What follows belongs to an exercise in optimizing a design on an open flow for small area, a short achievable clock period and few clock cycles per item; a production flow would make more cautious choices. In this exercise RTL edits were held to simulation tests only and were not proved equivalent to the original. Power figures rest on the tool's default switching activity, not on a simulated workload.

## flow/design.v

```verilog
module mul_simple #(     
    parameter DATA_1_WIDTH = 8,
    parameter DATA_2_WIDTH = DATA_1_WIDTH,
    parameter RES_WIDTH = DATA_1_WIDTH + DATA_2_WIDTH
)(
    input wire [DATA_1_WIDTH - 1 : 0] first,
    input wire [DATA_2_WIDTH - 1 : 0] second,
    output wire [RES_WIDTH - 1 : 0] result
);
    wire [RES_WIDTH - 1 : 0] first_byte_extended;
    assign first_byte_extended = {{(RES_WIDTH - DATA_1_WIDTH){1'b0}}, first[DATA_1_WIDTH - 1 : 0]};
    wire [RES_WIDTH - 1 : 0] mul_by_digit [DATA_2_WIDTH - 1 : 0];
    genvar i;
    generate for(i = 0; i < DATA_2_WIDTH; i = i + 1) begin : loop_mul
        assign mul_by_digit[i] = (first_byte_extended << i) & {RES_WIDTH{second[i]}};
    end
    endgenerate
    wire [RES_WIDTH - 1 : 0] mid_data [DATA_2_WIDTH - 1 : 0];
    generate for(i = 0; i < DATA_2_WIDTH; i = i + 1) begin : loop_sum
        if(i == 0)
            assign mid_data[i] = mul_by_digit[i];
        else
            assign mid_data[i] = mid_data[i - 1] + mul_by_digit[i];  
    end              
    endgenerate      
    assign result = mid_data[DATA_2_WIDTH - 1];
endmodule
module mul #(  
    parameter DATA_WIDTH = 32,
    parameter RES_WIDTH = DATA_WIDTH * 2,
    parameter PART_DATA_WIDTH = 8  
)(
    input wire clk,
    input wire reset,
    input wire rd_en,
    input wire wr_en,
    input wire [DATA_WIDTH - 1 : 0] wr_data_1,   
    input wire [DATA_WIDTH - 1 : 0] wr_data_2,
    output wire [RES_WIDTH - 1 : 0] rd_data,
    output reg wr_ready,
    output reg rd_ready,
    output reg rd_val
);
    reg [DATA_WIDTH - 1 : 0] wr_data_1_save;
    reg [DATA_WIDTH - 1 : 0] wr_data_2_save;
    reg [RES_WIDTH - 1 : 0] result;
    localparam EXT_WIDTH = DATA_WIDTH + DATA_WIDTH % PART_DATA_WIDTH;
    wire [EXT_WIDTH - 1 : 0] wr_data_2_save_extended;
    generate if(EXT_WIDTH == DATA_WIDTH) begin : gen_if_ext
        assign wr_data_2_save_extended = wr_data_2_save;
    end
    else begin
        assign wr_data_2_save_extended = {{(EXT_WIDTH - DATA_WIDTH){1'b0}}, wr_data_2_save[DATA_WIDTH - 1 : 0]};
    end  
    endgenerate
    localparam STEP_COUNT = EXT_WIDTH / PART_DATA_WIDTH;
    localparam STEP_WIDTH = $clog2(STEP_COUNT);
    reg [STEP_WIDTH- 1 : 0] step;
    wire [PART_DATA_WIDTH - 1 : 0] part_second [STEP_COUNT - 1 : 0];
    genvar i;
    generate for(i = 0; i < STEP_COUNT; i = i + 1) begin : loop_parts
        assign part_second[i] = wr_data_2_save_extended[PART_DATA_WIDTH * (i + 1) - 1 : PART_DATA_WIDTH * i];
    end      
    endgenerate
    localparam PART_RES_WIDTH = RES_WIDTH;
    wire [PART_RES_WIDTH - 1 : 0] part_res;
    mul_simple #(.DATA_1_WIDTH(DATA_WIDTH), .DATA_2_WIDTH(PART_DATA_WIDTH), .RES_WIDTH(PART_RES_WIDTH)) mul_simple_main
               (wr_data_1_save, part_second[step], part_res);
    localparam STEP_MUL_PDW_WIDTH = $clog2(STEP_COUNT * PART_DATA_WIDTH);  
    wire [STEP_MUL_PDW_WIDTH - 1 : 0] step_mul_PDW;
    localparam PDW_WIDTH = $clog2(PART_DATA_WIDTH + 1);
    generate if(PDW_WIDTH < STEP_WIDTH) begin : gen_if_compare
    mul_simple #(.DATA_1_WIDTH(STEP_WIDTH), .DATA_2_WIDTH(PDW_WIDTH), .RES_WIDTH(STEP_MUL_PDW_WIDTH))
        mul_simple_step (step, PART_DATA_WIDTH [PDW_WIDTH - 1 : 0], step_mul_PDW);
    end
    else begin : gen_else_compare
    mul_simple #(.DATA_1_WIDTH(PDW_WIDTH), .DATA_2_WIDTH(STEP_WIDTH), .RES_WIDTH(STEP_MUL_PDW_WIDTH))
        mul_simple_step (PART_DATA_WIDTH [PDW_WIDTH - 1 : 0], step, step_mul_PDW);
    end
    endgenerate
    assign rd_data = result;
    always @(posedge clk)
        if(reset)
            wr_ready <= 1;
        else
            wr_ready <= (wr_en & wr_ready) ? 0 :
                (rd_en & rd_ready) ? 1 : wr_ready;
    always @(posedge clk)
        if(reset)
            rd_ready <= 0;
        else
            rd_ready <= (rd_en & rd_ready) ? 0 :
                (~wr_ready & ~rd_ready & step == STEP_COUNT - 1) ? 1 : rd_ready;
    always @(posedge clk) begin
        if(reset) begin
            wr_data_1_save <= 0;
            wr_data_2_save <= 0;
        end
        else begin
            wr_data_1_save <= (wr_en & wr_ready) ? wr_data_1 : wr_data_1_save;
            wr_data_2_save <= (wr_en & wr_ready) ? wr_data_2 : wr_data_2_save;
        end
    end
    always @(posedge clk)
        if(reset)
            step <= 0;
        else
            step <= (step == STEP_COUNT - 1) ? 0 :
                (~wr_ready & ~rd_ready) ? step + 1 : step;
    always @(posedge clk)
        if(reset)
            result <= 0;
        else
            result <= (wr_en & wr_ready) ? 0 :
                (~rd_ready & ~wr_ready) ? result + ((part_res) << step_mul_PDW) : result;
    always @(posedge clk)
        if(reset)
            rd_val <= 0;
        else
            rd_val <= (rd_en) ? rd_ready : rd_val;
endmodule
```

## flow/run.sh

```bash
#!/bin/bash
# synth_recipe.tcl (not shown) runs the flow's synth.tcl, then flattens the netlist and writes it again
# the make line also repeats each setting of config.mk as NAME=value (left out here)
make -C /OpenROAD-flow-scripts/flow DESIGN_CONFIG=/design/flow/config.mk WORK_HOME=/design/flow/orfs CLKGATE_MAP_FILE= SYNTH_SCRIPT=/design/flow/synth_recipe.tcl finish
```

## flow/constraint.sdc

```tcl
create_clock -name core_clock -period 11.0 [get_ports {clk}]
set_input_delay 2.2000 -clock core_clock [delete_from_list [all_inputs] [get_ports {clk}]]
set_output_delay 2.2000 -clock core_clock [all_outputs]
set_load 0.01 [all_outputs]
```

## flow/config.mk

```make
export PLATFORM = sky130hd
export DESIGN_NAME = mul
export DESIGN_NICKNAME = mul
export VERILOG_FILES = /design/flow/design.v
export SDC_FILE = /design/flow/constraint.sdc
export NUM_CORES = 4
export LEC_CHECK = 0
export CAP_MARGIN = 20
export CORE_MARGIN = 2
export CORE_UTILIZATION = 40
export SLEW_MARGIN = 20
```

==> summary.md <==
| Metric | Value |
|---|---|
| Gpl congestion | 0.921 |
| Worst path max stage delay | 0.73 ns |
| Final wirelength | 50600 um |
| Antenna viol nets, final | 0 |
| Largest net degree at the start of global routing | 70 |
| Sink Count | 133 |
| Status | finished clean |
| Row Count | 75 |
| Max-slew violations | 0 |
| Synth Area in XOR/XNOR | 0.0443 |
| Max clock buf depth | 2 |
| Crit-path slowest cell | mux2i_2 |
| Min Tclk post-route | 10.22 ns |
| CTS resizes | 0 |
| Max_cap viols | 0 |
| Core outline area | 41700 sq um |
| Slew Limit Headroom | 0.395 |
| Syn nets | 2399 |
| Final worst slack | 0.776 ns |
| PD cells | 84.0 nW/um^2 |
| Most frequent cells in the layout | nand2_1 (236), and2_1 (190), fa_1 (183) |
| Drt wl/cell | 19.3 um |
| Die width | 209 um |
| Synth Instances | 2022 |
| Tot GR Track Use | 0.234 |
| Layout cells sized above 1 | 0.0402 |
| Mux contribution to synthesized area | 0.0261 |
| Port Buffers | 134 |
| Worst-Margin Slew | 0.889 ns |
| YS warnings | 3 |
| Register bit total from synthesis | 133 |
| Compound-Gate Fraction of Synth Area | 0.197 |
| Die area | 43700 sq um |
| Initial antenna violation count | 0 |
| Postcts setup bufs | 0 |
| TNS Setup | 0 ns |
| R2R Path End | result[59] |
| Number of hold buffers added after cts | 0 |
| Critical path startpoint | step[1] |
| Min-delay worst type | register to register |
| Post-layout util | 0.459 |
| Flop-to-flop setup slack | 0.78 ns |
| Arrival time worst endpoint | 10.56 ns |
| Post-Synth Simple-Gate Area | 0.201 |
| Vias in the first global route | 14600 |
| Area delta synth->final | 13.8% |
| Initial Util | 0.403 |
| Pwr Total | 1.61 mW |
| Pre-CTS WS | 0.822 ns |
| Final hold viol count | 0 |
| Placed Area | 18600 sq um |
| NumNets Final | 2453 |
| Commonest non-fill, non-tap cell in the layout | nand2_1 |
| DR vias/cell | 5.61 |
| Hold slack | 0.472 ns |
| Synth Cell Area | 16800 sq um |
| DRT Pass-1 Iters | 6 |
| GRT overflow | 0 |
| Post-synth top flop | dfxtp_1 |
| Final Cell Area | 19100 sq um |
| Crit-path max FO | 57 |
| Largest family of logic cells by synthesized area | adder cells |
| DR iter-0 viols | 954 |
| Filler cells | 4138 |
| Worst Reg-to-Reg Cells | 36 |
| Register area share after synthesis | 0.158 |
| Post-synth EDFFs | 0 |
| Crit path kind | register to register |
| VDD IR max | 0.0000832 V |
| IO Pins | 135 |
| FFs w/ async S/R, synth | 0 |
| Non-filler cells, final | 2628 |
| Final period utilization | 0.929 |
| WP data required | 11.34 ns |
| Cell variety after synth | 68 |
| Max H-tree Level | 4 |
| Die Ht | 209 um |
| Cell count after placement | 2596 |
| Leakage power | 9.20 nW |
| Crit path to | result[59] |
| Drt drc | 0 |
| Reg clk slew, reported paths | 0.07 ns |
| Syn Area/Cell | 8.31 sq um |
| Final Setup Violations | 0 |
| CTS tree | built |
| Adder-Cell Fraction of Synth Area | 0.312 |
| DP HPWL | 39300 um |
| Clk_skew | 0.0211 ns |
| Max Freq | 97.8 MHz |
| RSZ-0062 raised after global routing | no |
| Worst-Skew Late Latency | 0.47 ns |
| DR vias | 14700 |
| Total CTS buffers | 17 |
| Reg2reg start | step[1] |
| Critical path endpoint category | register |
| Root Driver | clkbuf_16 |
| First-pass GRT wire length | 80700 um |
| Number of diodes | 0 |
| Worst setup SP type | register |
cells in the mapped netlist (19+ instances only):
cell type  number  area [sq um]
nand2_1       236           886
and2_1        190          1190
fa_1          183          3660
a21oi_1       164           821
inv_1         155           582
dfxtp_1       133          2660
ha_1          126          1580
clkbuf_1       95           357
nor2_1         93           349
o21ai_0        76           380
a21o_1         72           541
a22o_1         59           517
xnor2_1        53           464
nand3_1        41           205
mux2i_1        36           360
xor2_1         32           280
nand4_1        28           175
and3_1         20           125
o21bai_1       19           143
worst max-delay path, delay by kind of cell (launching register included):
kind,cells,cell delay [ns]
AO/OA/AOI/OAI,20,4.20
XOR/XNOR,2,0.52
adder cells (fa/ha/maj),8,3.22
buffers and inverters,2,0.49
flip-flops,1,0.33
multiplexers,1,0.73
AND/OR/NAND/NOR,3,0.58
cell type report:
type | count | area [sq um] | area share
Clock buffer | 19 | 443 | 0.0232
Clock inverter | 13 | 124 | 0.00648
Inverter | 157 | 589 | 0.0308
Multi-Input combinational cell | 1617 | 13200 | 0.689
Sequential cell | 133 | 2660 | 0.139
Tap cell | 539 | 674 | 0.0353
Timing Repair Buffer | 150 | 1460 | 0.0764
registers in the layout (all words and copies together), names as in the netlist:
register	cells
step	2
wr_data_1_save	32
rd_ready	1
rd_val	1
result	64
wr_ready	1
wr_data_2_save	32
cell families (layout without fill, tap and decap cells):
kind of cell	Yosys count	in the layout
AO/OA/AOI/OAI	501	501
XOR/XNOR	85	85
adder cells (fa/ha/maj)	309	309
buffers and inverters	272	339
flip-flops	133	133
multiplexers	42	42
AND/OR/NAND/NOR	680	680
routing by layer:
layer / part of all wire / global-route usage / routed length, um / vias to the layer above
li1: - / - / - / 6987
met4: 0.022 / 0.0709 / 1130 / 0
met2: 0.48 / 0.389 / 24300 / 425
met3: 0.050 / 0.0379 / 2520 / 64
met5: 0 / 0 / 0 / -
met1: 0.45 / 0.313 / 22600 / 7263
how the worst min path moves through the flow:
stage / depth (start not counted) / slack (ns) / from / end
finish: 2 / 0.47 / result[9] / result[9]
detailed placement: 1 / 0.47 / wr_data_2_save[27] / wr_data_2_save[27]
CTS: 2 / 0.48 / result[9] / result[9]
global placement: 2 / 0.47 / result[8] / result[8]
floorplan: 1 / 0.45 / wr_data_2_save[16] / wr_data_2_save[16]
global route: 2 / 0.50 / result[9] / result[9]
report_power, final:
group,switching [mW],internal (mW),total [mW]
registers,0.0332,0.504,0.537
logic,0.308,0.189,0.498
clock network,0.253,0.319,0.573
Testbench counts, summed over its fixed seeds: cycles 3,072, items 512.

==> re-timing with driven ports <==
How much do the figures lean on ideal ports? The routed layout below was timed once more, with nothing changed but the port constraints. Step 1 sets driving cells, clkbuf_16 on the clock port and buf_2 on the other inputs (assumed; they add their load-dependent delay and slew). Step 2 adds t to the input delays and takes it off the output delays; t is the mean of the earliest and latest rising clock arrival at the registers after step 1. Input paths then give back, and output paths get back, about the clock's delay inside the block. Three values: ideal, step 1, step 2; two values: the first two.
t, ns: 0.514
setup slack, ns: 0.776 / 0.776 / 0.776
latest minus earliest clock arrival (ns): 0.023 / 0.023
worst register clock-pin slew, ns: 0.08 / 0.08
worst data-port slew with drivers (ns): 0.07
After both steps setup and hold are still met in this run. For this run, drivers alone change the setup slack by 0.000 ns; drivers and shift together by 0.000 ns.
